From an optimization exercise on the open Yosys and OpenROAD flow, aimed at small area and a short achievable clock period; shortcuts taken in it are not production practice.
RTL that was checked went through simulation tests only; none was proved equivalent to the original.
Power figures rest on the tool's default switching activity, not on a simulated workload.

==> umber <==
==> flow/design.v (excerpt) <==
module fp32_mul(
    input wire clk,
    input wire [31:0] a,         
    input wire [31:0] b,         
    input wire [2:0] rm,         
    output reg [31:0] result,    
    output wire nv,              
    output wire of,              
    output wire uf,              
    output wire nx               
);
Settings: LEC_CHECK=0, CAP_MARGIN=20, CORE_MARGIN=2, CORE_UTILIZATION=40, SETUP_SLACK_MARGIN=4.2, SLEW_MARGIN=20, SYNTH_HIERARCHICAL=1; clock period 8.2 ns.
run.sh (not shown) runs the stock make flow with config.mk's settings and CLKGATE_MAP_FILE= SYNTH_SCRIPT=/design/flow/synth_recipe.tcl, a recipe that flattens the netlist after the stock synthesis.
==> inputs of xenon, as changes to umber <==
--- a/flow/design.v
+++ b/flow/design.v
@@ -69,58 +69,56 @@
     wire s0_is_inf = ~s0_is_nan & (a_inf | b_inf);
     wire s0_is_zero = ~s0_is_nan & (a_zero | b_zero);
     wire s0_sign = a[31] ^ b[31];
     wire s0_m_rmm = (rm == 3'b100);
     wire s0_m_away = ((rm == 3'b010) & s0_sign) | ((rm == 3'b011) & ~s0_sign);
     wire s0_m_rne = (rm != 3'b001) & (rm != 3'b010) & (rm != 3'b011) & (rm != 3'b100);
-    wire s0_one_sub = a_sub ^ b_sub;
-    wire [4:0] pa = msb_index({9'b0, fa});
-    wire [4:0] pb = msb_index({9'b0, fb});
-    wire [4:0] s0_p = a_sub ? pa : pb;       
+    wire one_sub = a_sub ^ b_sub;
+    wire [4:0] p_sub = msb_index({9'b0, a_sub ? fa : fb});
     wire [4:0] tza = a_fz ? 5'd23 : lsb_index({9'b0, fa});
     wire [4:0] tzb = b_fz ? 5'd23 : lsb_index({9'b0, fb});
-    wire [5:0] s0_tzs = {1'b0, tza} + {1'b0, tzb};
-    wire [8:0] s0_esum = {1'b0, ea[7:1], ea[0] | a_sub} + {1'b0, eb[7:1], eb[0] | b_sub};
+    wire [5:0] tz1 = {1'b0, tza} + {1'b0, tzb} + 6'd1;
+    wire [9:0] fexp = {2'b0, ea[7:1], ea[0] | a_sub} + {2'b0, eb[7:1], eb[0] | b_sub} - 10'd127;
+    wire [4:0] sh_left = one_sub ? p_sub : 5'd23;
+    wire [9:0] sh_right = 10'd24 - fexp;
+    wire right_pos = ~sh_right[9];
+    wire right_wins = right_pos & (sh_right > {5'b0, sh_left});
+    wire right_big = right_pos & (sh_right > 10'd49);
+    wire [5:0] s0_rs = right_wins ? (right_big ? 6'd49 : sh_right[5:0]) : {1'b0, sh_left};
+    wire s0_sticky = (tz1 < {1'b0, sh_left}) | (right_pos & ({4'b0, tz1} < sh_right));
+    wire [9:0] s0_exp = one_sub ? fexp - 10'd23 + {5'b0, p_sub} : fexp;
+    wire s0_exp_le0 = s0_exp[9] | (s0_exp == 10'd0);
+    wire s0_exp_ge255 = ~s0_exp[9] & (s0_exp >= 10'd255);
+    wire s0_exp_eq254 = (s0_exp == 10'd254);
     reg [23:0] ma;
     reg [23:0] mb;
-    reg s1_one_sub;
-    reg [4:0] s1_p;
-    reg [5:0] s1_tzs;
-    reg [8:0] s1_esum;
+    reg [5:0] s1_rs;
+    reg s1_sticky;
+    reg [7:0] s1_exp;
+    reg s1_exp_le0, s1_exp_ge255, s1_exp_eq254;
     reg s1_sign;
     reg s1_m_rne, s1_m_rmm, s1_m_away;
     reg s1_invalid, s1_is_nan, s1_is_inf, s1_is_zero;
     always @(posedge clk) begin
         ma <= {~a_sub, fa};
         mb <= {~b_sub, fb};
-        s1_one_sub <= s0_one_sub;
-        s1_p <= s0_p;
-        s1_tzs <= s0_tzs;
-        s1_esum <= s0_esum;
+        s1_rs <= s0_rs;
+        s1_sticky <= s0_sticky;
+        s1_exp <= s0_exp[7:0];
+        s1_exp_le0 <= s0_exp_le0;
+        s1_exp_ge255 <= s0_exp_ge255;
+        s1_exp_eq254 <= s0_exp_eq254;
         s1_sign <= s0_sign;
         s1_m_rne <= s0_m_rne;
         s1_m_rmm <= s0_m_rmm;
         s1_m_away <= s0_m_away;
         s1_invalid <= s0_invalid;
         s1_is_nan <= s0_is_nan;
         s1_is_inf <= s0_is_inf;
         s1_is_zero <= s0_is_zero;
     end
-    wire [4:0] sh_left = s1_one_sub ? s1_p : 5'd23;
-    wire [9:0] sh_right = 10'd151 - {1'b0, s1_esum};
-    wire right_pos = ~sh_right[9];
-    wire right_wins = right_pos & (sh_right > {5'b0, sh_left});
-    wire right_big = right_pos & (sh_right > 10'd49);
-    wire [5:0] s1_rs = right_wins ? (right_big ? 6'd49 : sh_right[5:0]) : {1'b0, sh_left};
-    wire [6:0] tz1 = {1'b0, s1_tzs} + 7'd1;
-    wire s1_sticky = (tz1 < {2'b0, sh_left}) | (right_pos & ({3'b0, tz1} < sh_right));
-    wire [9:0] s1_exp_full = {1'b0, s1_esum} - (s1_one_sub ? 10'd150 - {5'b0, s1_p} : 10'd127);
-    wire [7:0] s1_exp = s1_exp_full[7:0];
-    wire s1_exp_le0 = s1_exp_full[9] | (s1_exp_full == 10'd0);
-    wire s1_exp_ge255 = ~s1_exp_full[9] & (s1_exp_full >= 10'd255);
-    wire s1_exp_eq254 = (s1_exp_full == 10'd254);
     wire [575:0] pp;
     genvar gi, gj;
     generate
         for (gi = 0; gi < 24; gi = gi + 1) begin : g_pp_i
             for (gj = 0; gj < 24; gj = gj + 1) begin : g_pp_j
                 assign pp[gi*24+gj] = ma[gi] & mb[gj];
- SETUP_SLACK_MARGIN: 4.2 -> 3.5
==> inputs of ember, as changes to umber <==
--- a/flow/design.v
+++ b/flow/design.v
@@ -69,58 +69,56 @@
     wire s0_is_inf = ~s0_is_nan & (a_inf | b_inf);
     wire s0_is_zero = ~s0_is_nan & (a_zero | b_zero);
     wire s0_sign = a[31] ^ b[31];
     wire s0_m_rmm = (rm == 3'b100);
     wire s0_m_away = ((rm == 3'b010) & s0_sign) | ((rm == 3'b011) & ~s0_sign);
     wire s0_m_rne = (rm != 3'b001) & (rm != 3'b010) & (rm != 3'b011) & (rm != 3'b100);
-    wire s0_one_sub = a_sub ^ b_sub;
-    wire [4:0] pa = msb_index({9'b0, fa});
-    wire [4:0] pb = msb_index({9'b0, fb});
-    wire [4:0] s0_p = a_sub ? pa : pb;       
+    wire one_sub = a_sub ^ b_sub;
+    wire [4:0] p_sub = msb_index({9'b0, a_sub ? fa : fb});
     wire [4:0] tza = a_fz ? 5'd23 : lsb_index({9'b0, fa});
     wire [4:0] tzb = b_fz ? 5'd23 : lsb_index({9'b0, fb});
-    wire [5:0] s0_tzs = {1'b0, tza} + {1'b0, tzb};
-    wire [8:0] s0_esum = {1'b0, ea[7:1], ea[0] | a_sub} + {1'b0, eb[7:1], eb[0] | b_sub};
+    wire [5:0] tz1 = {1'b0, tza} + {1'b0, tzb} + 6'd1;
+    wire [9:0] fexp = {2'b0, ea[7:1], ea[0] | a_sub} + {2'b0, eb[7:1], eb[0] | b_sub} - 10'd127;
+    wire [4:0] sh_left = one_sub ? p_sub : 5'd23;
+    wire [9:0] sh_right = 10'd24 - fexp;
+    wire right_pos = ~sh_right[9];
+    wire right_wins = right_pos & (sh_right > {5'b0, sh_left});
+    wire right_big = right_pos & (sh_right > 10'd49);
+    wire [5:0] s0_rs = right_wins ? (right_big ? 6'd49 : sh_right[5:0]) : {1'b0, sh_left};
+    wire s0_sticky = (tz1 < {1'b0, sh_left}) | (right_pos & ({4'b0, tz1} < sh_right));
+    wire [9:0] s0_exp = one_sub ? fexp - 10'd23 + {5'b0, p_sub} : fexp;
+    wire s0_exp_le0 = s0_exp[9] | (s0_exp == 10'd0);
+    wire s0_exp_ge255 = ~s0_exp[9] & (s0_exp >= 10'd255);
+    wire s0_exp_eq254 = (s0_exp == 10'd254);
     reg [23:0] ma;
     reg [23:0] mb;
-    reg s1_one_sub;
-    reg [4:0] s1_p;
-    reg [5:0] s1_tzs;
-    reg [8:0] s1_esum;
+    reg [5:0] s1_rs;
+    reg s1_sticky;
+    reg [7:0] s1_exp;
+    reg s1_exp_le0, s1_exp_ge255, s1_exp_eq254;
     reg s1_sign;
     reg s1_m_rne, s1_m_rmm, s1_m_away;
     reg s1_invalid, s1_is_nan, s1_is_inf, s1_is_zero;
     always @(posedge clk) begin
         ma <= {~a_sub, fa};
         mb <= {~b_sub, fb};
-        s1_one_sub <= s0_one_sub;
-        s1_p <= s0_p;
-        s1_tzs <= s0_tzs;
-        s1_esum <= s0_esum;
+        s1_rs <= s0_rs;
+        s1_sticky <= s0_sticky;
+        s1_exp <= s0_exp[7:0];
+        s1_exp_le0 <= s0_exp_le0;
+        s1_exp_ge255 <= s0_exp_ge255;
+        s1_exp_eq254 <= s0_exp_eq254;
         s1_sign <= s0_sign;
         s1_m_rne <= s0_m_rne;
         s1_m_rmm <= s0_m_rmm;
         s1_m_away <= s0_m_away;
         s1_invalid <= s0_invalid;
         s1_is_nan <= s0_is_nan;
         s1_is_inf <= s0_is_inf;
         s1_is_zero <= s0_is_zero;
     end
-    wire [4:0] sh_left = s1_one_sub ? s1_p : 5'd23;
-    wire [9:0] sh_right = 10'd151 - {1'b0, s1_esum};
-    wire right_pos = ~sh_right[9];
-    wire right_wins = right_pos & (sh_right > {5'b0, sh_left});
-    wire right_big = right_pos & (sh_right > 10'd49);
-    wire [5:0] s1_rs = right_wins ? (right_big ? 6'd49 : sh_right[5:0]) : {1'b0, sh_left};
-    wire [6:0] tz1 = {1'b0, s1_tzs} + 7'd1;
-    wire s1_sticky = (tz1 < {2'b0, sh_left}) | (right_pos & ({3'b0, tz1} < sh_right));
-    wire [9:0] s1_exp_full = {1'b0, s1_esum} - (s1_one_sub ? 10'd150 - {5'b0, s1_p} : 10'd127);
-    wire [7:0] s1_exp = s1_exp_full[7:0];
-    wire s1_exp_le0 = s1_exp_full[9] | (s1_exp_full == 10'd0);
-    wire s1_exp_ge255 = ~s1_exp_full[9] & (s1_exp_full >= 10'd255);
-    wire s1_exp_eq254 = (s1_exp_full == 10'd254);
     wire [575:0] pp;
     genvar gi, gj;
     generate
         for (gi = 0; gi < 24; gi = gi + 1) begin : g_pp_i
             for (gj = 0; gj < 24; gj = gj + 1) begin : g_pp_j
                 assign pp[gi*24+gj] = ma[gi] & mb[gj];
- SETUP_SLACK_MARGIN: 4.2 -> default
==> notes <==
Against xenon, the sequential share of layout area of umber is lower by 0.62 points.
Maximum frequency, lowest first: ember, xenon, umber.
ember ran to the end with no violations. umber finished clean. xenon ran to the end with no violations.
The lowest cell area belongs to ember, the highest to umber.
Global-route usage: umber > xenon > ember.
Of xenon and umber, umber has the higher final cell count (gap about 0.8%, measured against umber).
Between umber and ember, the lower synthesized cell count is in umber (gap 1.6%, measured against ember).
Against umber, the total power of ember is smaller by about 16%.
Via count, highest first: umber, xenon, ember.
==> figures <==
| metric | ember | umber | xenon |
|---|---|---|---|
| Run status | timing/DRC/antenna clean | timing/DRC/antenna clean | timing/DRC/antenna clean |
| Hold Startpoint | s1_m_rne | s2_invalid | s1_rs[3] |
| Fraction of area in registers | 14.73% | 13.37% | 13.99% |
| Post-Route M1 WL | 41670 um | 43320 um | 42260 um |
| Worst setup slack after layout | 1.195 ns | 3.517 ns | 2.504 ns |
| Standard cell area after detailed placement | 31270 um^2 | 31370 um^2 | 31360 um^2 |
| Internal power component | 6.211 mW | 7.678 mW | 6.397 mW |
| Antenna violations before repair | 3 | 8 | 1 |
| Shortest period the worst path allows | 7.005 ns | 4.683 ns | 5.696 ns |
| Critical path data required time | 8.72 ns | 6.56 ns | 8.69 ns |
| Nets | 3707 | 3845 | 3817 |
| N_diodes | 4 | 8 | 1 |
| GR met1 Demand/Resource | 34.64% | 36.61% | 35.02% |
| Final cycle utilization of the critical path | 85.42% | 57.11% | 69.46% |
| Core area | 72830 um^2 | 71850 um^2 | 72830 um^2 |
| Wire length of the first global-routing pass | 153200 um | 166200 um | 156500 um |
| Sequential-cell power consumption | 1.76 mW | 1.81 mW | 1.78 mW |
The RTL of xenon and ember was laid out without a check of its function.

## re-timing with driven ports
Ports are ideal in the flow. The routed layouts listed here were re-timed in OpenROAD.
Step 1 assumes that a clkbuf_16 drives the clock port and a buf_2 every other input.
Step 2 moves the port delays by t, midway between the first and last clock arrival at a register: inputs arrive t later, outputs are due t later. That takes back most of the time a late clock gives input paths.
a / b / c = no drivers / after step 1 / after step 2; a / b = the first two.
run | t (ns) | setup slack, ns | worst hold slack (ns) | latest minus earliest clock arrival (ns) | worst data-port slew with drivers (ns)
umber | 0.605 | 3.517 / 3.460 / 3.443 | 0.314 / 0.314 / 0.314 | 0.026 / 0.026 | 0.07
xenon | 0.631 | 2.504 / 2.525 / 1.894 | 0.325 / 0.325 / 0.325 | 0.037 / 0.037 | 0.06
ember | 0.655 | 1.195 / 1.233 / 0.579 | 0.325 / 0.325 / 0.325 | 0.019 / 0.019 | 0.06
After both steps setup and hold are still met in every run listed. For ember, which loses most, drivers alone change the setup slack by +0.038 ns; drivers and shift together by -0.616 ns.
